Context: an optimization exercise on an open-source flow, tuned for small area and a short achievable clock period. The choices shown serve that exercise and are no tape-out recipe.
Where RTL was checked, it was by simulation tests only, not by an equivalence proof against the original.
No activity file was given, so power comes from the tool's default toggle rates.

==> flow/design.v <==
`timescale 1ns / 1ps
module MITCH_ENC(
    input  [15:0] x,
    output [3:0]  k,
    output [6:0]  f
    );
    wire [15:0] a = {1'b0, x[14:0] ^ {15{x[15]}}};
    wire [3:0] n, h, l;
    genvar i;
    generate
        for (i = 0; i < 4; i = i + 1) begin : nib
            assign n[i] = |a[4*i+3:4*i];
            assign h[i] = a[4*i+3] | a[4*i+2];
            assign l[i] = a[4*i+3] | ~a[4*i+2] & a[4*i+1];
        end
    endgenerate
    wire k3 = n[3] | n[2];
    wire k2 = k3 ? n[3] : n[1];
    wire k1 = k3 ? (k2 ? h[3] : h[2]) : (k2 ? h[1] : h[0]);
    wire k0 = k3 ? (k2 ? l[3] : l[2]) : (k2 ? l[1] : l[0]);
    wire [15:0] b1 = k3 ? a  : {a[7:0],   8'b0};
    wire [15:0] b2 = k2 ? b1 : {b1[11:0], 4'b0};
    wire [15:0] b3 = k1 ? b2 : {b2[13:0], 2'b0};
    wire [15:0] b4 = k0 ? b3 : {b3[14:0], 1'b0};
    assign k = {k3, k2, k1, k0};
    assign f = b4[14:8];
endmodule
module MITCH_IN(
    input  [15:0] x,
    input  [15:0] y,
    output [3:0]  kx,
    output [3:0]  ky,
    output [6:0]  fx,
    output [6:0]  fy,
    output        t
    );
    wire [3:0] kxa, kya;
    wire [6:0] fxa, fya;
    MITCH_ENC ex(.x(x), .k(kxa), .f(fxa));
    MITCH_ENC ey(.x(y), .k(kya), .f(fya));
    wire nzx = |x;
    wire nzy = |y;
    assign kx = kxa & {4{nzy}};
    assign ky = kya & {4{nzx}};
    assign fx = {fxa[6:1], fxa[0] & nzy};
    assign fy = {fya[6:1], fya[0] & nzx};
    assign t  = nzx & nzy & (x[15] ^ y[15]);
endmodule
module MITCH_OUT(
    input  [3:0]  kx,
    input  [3:0]  ky,
    input  [6:0]  fx,
    input  [6:0]  fy,
    output [21:0] m
    );
    wire [3:0] kg = kx & ky;
    wire [3:0] kp = kx ^ ky;
    wire kc1 = kg[0];
    wire kc2 = kg[1] | kp[1] & kg[0];
    wire kc3 = kg[2] | kp[2] & kg[1] | kp[2] & kp[1] & kg[0];
    wire kc4 = kg[3] | kp[3] & kg[2] | kp[3] & kp[2] & kg[1] | kp[3] & kp[2] & kp[1] & kg[0];
    wire [4:0] ks = {kc4, kp ^ {kc3, kc2, kc1, 1'b0}};
    wire [6:0] g0 = fx & fy;
    wire [6:0] p0 = fx ^ fy;
    wire [6:0] g1 = g0 | {p0[6:1] & g0[5:0], 1'b0};
    wire [6:0] p1 = {p0[6:1] & p0[5:0], p0[0]};
    wire [6:0] g2 = g1 | {p1[6:2] & g1[4:0], 2'b0};
    wire [6:0] p2 = {p1[6:2] & p1[4:0], p1[1:0]};
    wire [6:0] g3 = g2 | {p2[6:4] & g2[2:0], 4'b0};
    wire [6:0] s  = p0 ^ {g3[5:0], 1'b0};
    wire       c  = g3[6];
    wire [4:0] ks1 = ks + 5'd1;
    wire [4:0] posa = ks[4]  ? {ks[3], ~ks[3], ks[2:0]}   : {2'b00, ks[3:1]};
    wire [4:0] posb = ks1[4] ? {ks1[3], ~ks1[3], ks1[2:0]} : {2'b00, ks1[3:1]};
    wire [4:0] pos  = c ? posb : posa;
    wire low = c ? ~|ks : ~|ks[4:1];
    wire [7:0]  b   = {1'b1, s};
    wire [8:0]  sa  = pos[0] ? {b, 1'b0} : {1'b0, b};
    wire [10:0] sb  = pos[1] ? {sa, 2'b0} : {2'b0, sa};
    wire [14:0] sc  = pos[2] ? {sb, 4'b0} : {4'b0, sb};
    wire [22:0] sd  = pos[3] ? {sc, 8'b0} : {8'b0, sc};
    wire [29:0] se  = pos[4] ? {sd[13:0], 16'b0} : {7'b0, sd};
    assign m = {se[28:15], se[14] | low & s[0], se[13:8], se[7] & ~low};
endmodule
module MITCH_TRUNC_W8(
    input [15:0] x,
    input [15:0] y,
    output [31:0] p
    );
    wire [3:0] kx, ky;
    wire [6:0] fx, fy;
    wire       t;
    wire [21:0] m;
    MITCH_IN  mi(.x(x), .y(y), .kx(kx), .ky(ky), .fx(fx), .fy(fy), .t(t));
    MITCH_OUT mo(.kx(kx), .ky(ky), .fx(fx), .fy(fy), .m(m));
    assign p = {t, t, m ^ {22{t}}, {8{t}}};
endmodule
`timescale 1ns / 1ps
module mult_top(
    input clk,
    input  [15:0] x,
    input  [15:0] y,
    output [31:0] p_out
    );
    wire [3:0] kx, ky;
    wire [6:0] fx, fy;
    wire       t;
    MITCH_IN mi(.x(x), .y(y), .kx(kx), .ky(ky), .fx(fx), .fy(fy), .t(t));
    reg [3:0] kx_r, ky_r;
    reg [6:0] fx_r, fy_r;
    reg       t_r;
    always @(posedge clk) begin
        kx_r <= kx;
        ky_r <= ky;
        fx_r <= fx;
        fy_r <= fy;
        t_r  <= t;
    end
    wire [21:0] m;
    MITCH_OUT mo(.kx(kx_r), .ky(ky_r), .fx(fx_r), .fy(fy_r), .m(m));
    reg [21:0] pm_r;
    reg        ps_r;
    always @(posedge clk) begin
        pm_r <= m;
        ps_r <= t_r;
    end
    assign p_out = {ps_r, ps_r, pm_r ^ {22{ps_r}}, {8{ps_r}}};
endmodule
export LEC_CHECK = 0
export CAP_MARGIN = 20
export CORE_MARGIN = 2
export CORE_UTILIZATION = 60
export PLACE_DENSITY = 0.75
export SETUP_SLACK_MARGIN = 3.25
export SLEW_MARGIN = 20
create_clock -name core_clock -period 6.3 [get_ports {clk}]
standard.sh (not shown) runs the stock make flow with config.mk's settings and CLKGATE_MAP_FILE= SYNTH_SCRIPT=/design/flow/synth_recipe.tcl, a recipe that flattens the netlist after the stock synthesis.
==> flow/flow/run.sh <==
#!/bin/bash
# Standard ORFS flow (the standard.sh) with these changes:
#  - ABC maps with flow/abc.script (area-oriented, no up-sizing), through a
#    copy of the ORFS scripts folder in which only abc_area.script differs;
#  - small adders are left to ABC instead of full/half-adder cells;
set -uo pipefail
cp -r "$FLOW_HOME/scripts" ./scripts
cp flow/abc.script ./scripts/abc_area.script
bash standard.sh SCRIPTS_DIR="$PWD/scripts" ABC_AREA=1 ADDER_MAP_FILE= \
  "BUFFER_PORTS_ARGS=-buffer_cell sky130_fd_sc_hd__buf_1" finish > standard.log 2>&1
==> flow/flow/abc.script <==
strash
dch
map -a
topo
stime -c
Rerun with:
--- a/flow/design.v
+++ b/flow/design.v
@@ -77,13 +77,13 @@
     wire [7:0]  b   = {1'b1, s};
     wire [8:0]  sa  = pos[0] ? {b, 1'b0} : {1'b0, b};
     wire [10:0] sb  = pos[1] ? {sa, 2'b0} : {2'b0, sa};
     wire [14:0] sc  = pos[2] ? {sb, 4'b0} : {4'b0, sb};
     wire [22:0] sd  = pos[3] ? {sc, 8'b0} : {8'b0, sc};
     wire [29:0] se  = pos[4] ? {sd[13:0], 16'b0} : {7'b0, sd};
-    assign m = {se[28:15], se[14] | low & s[0], se[13:8], se[7] & ~low};
+    assign m = low ? {14'b0, s[0], 7'b0} : se[28:7];
 endmodule
 module MITCH_TRUNC_W8(
     input [15:0] x,
     input [15:0] y,
     output [31:0] p
     );
What happened:
- worst hold slack stays flat
- clock skew barely changes
- final cell count goes down by a few percent
- final area decreases by a few percent
- sequential share of layout area climbs by 1.2 points
- die area hardly moves
- first-iteration DRC count shrinks by about a fifth
- routed wire length is lower by roughly a tenth
- worst setup slack gets better by 0.084 ns
- non-clock buffer count decreases by 12
- via count shrinks by a few percent
- sequential power goes down by a few percent
The RTL of the first run of this note was laid out without a check of its function.

[afterwards: timing with drivers on the ports]
The flow's constraints put no driver on any port. The routed layouts listed below were extracted and timed again, unchanged, in two steps.
Step 1: set_driving_cell puts a clkbuf_16 on clk and a buf_2 on each other input, an assumption about the parent block.
Step 2, shift: input delay + t, output delay - t, t = (earliest + latest rising clock arrival at the registers) / 2. This alone moves slack from input paths to output paths.
a / b / c = ideal / step 1 / step 2; a / b = the first two.
run	t, ns	setup slack, ns	slew at the worst register clock pin (ns)	worst data-port slew with drivers (ns)
the first run	0.324	3.209 / 3.130 / 2.806	0.09 / 0.09	0.13
the second run	0.327	3.293 / 3.238 / 2.912	0.09 / 0.09	0.08
After both steps setup and hold are still met in every run listed. The setup slack of the first run, which loses most, moves by -0.079 ns with the drivers and by -0.403 ns with both steps.
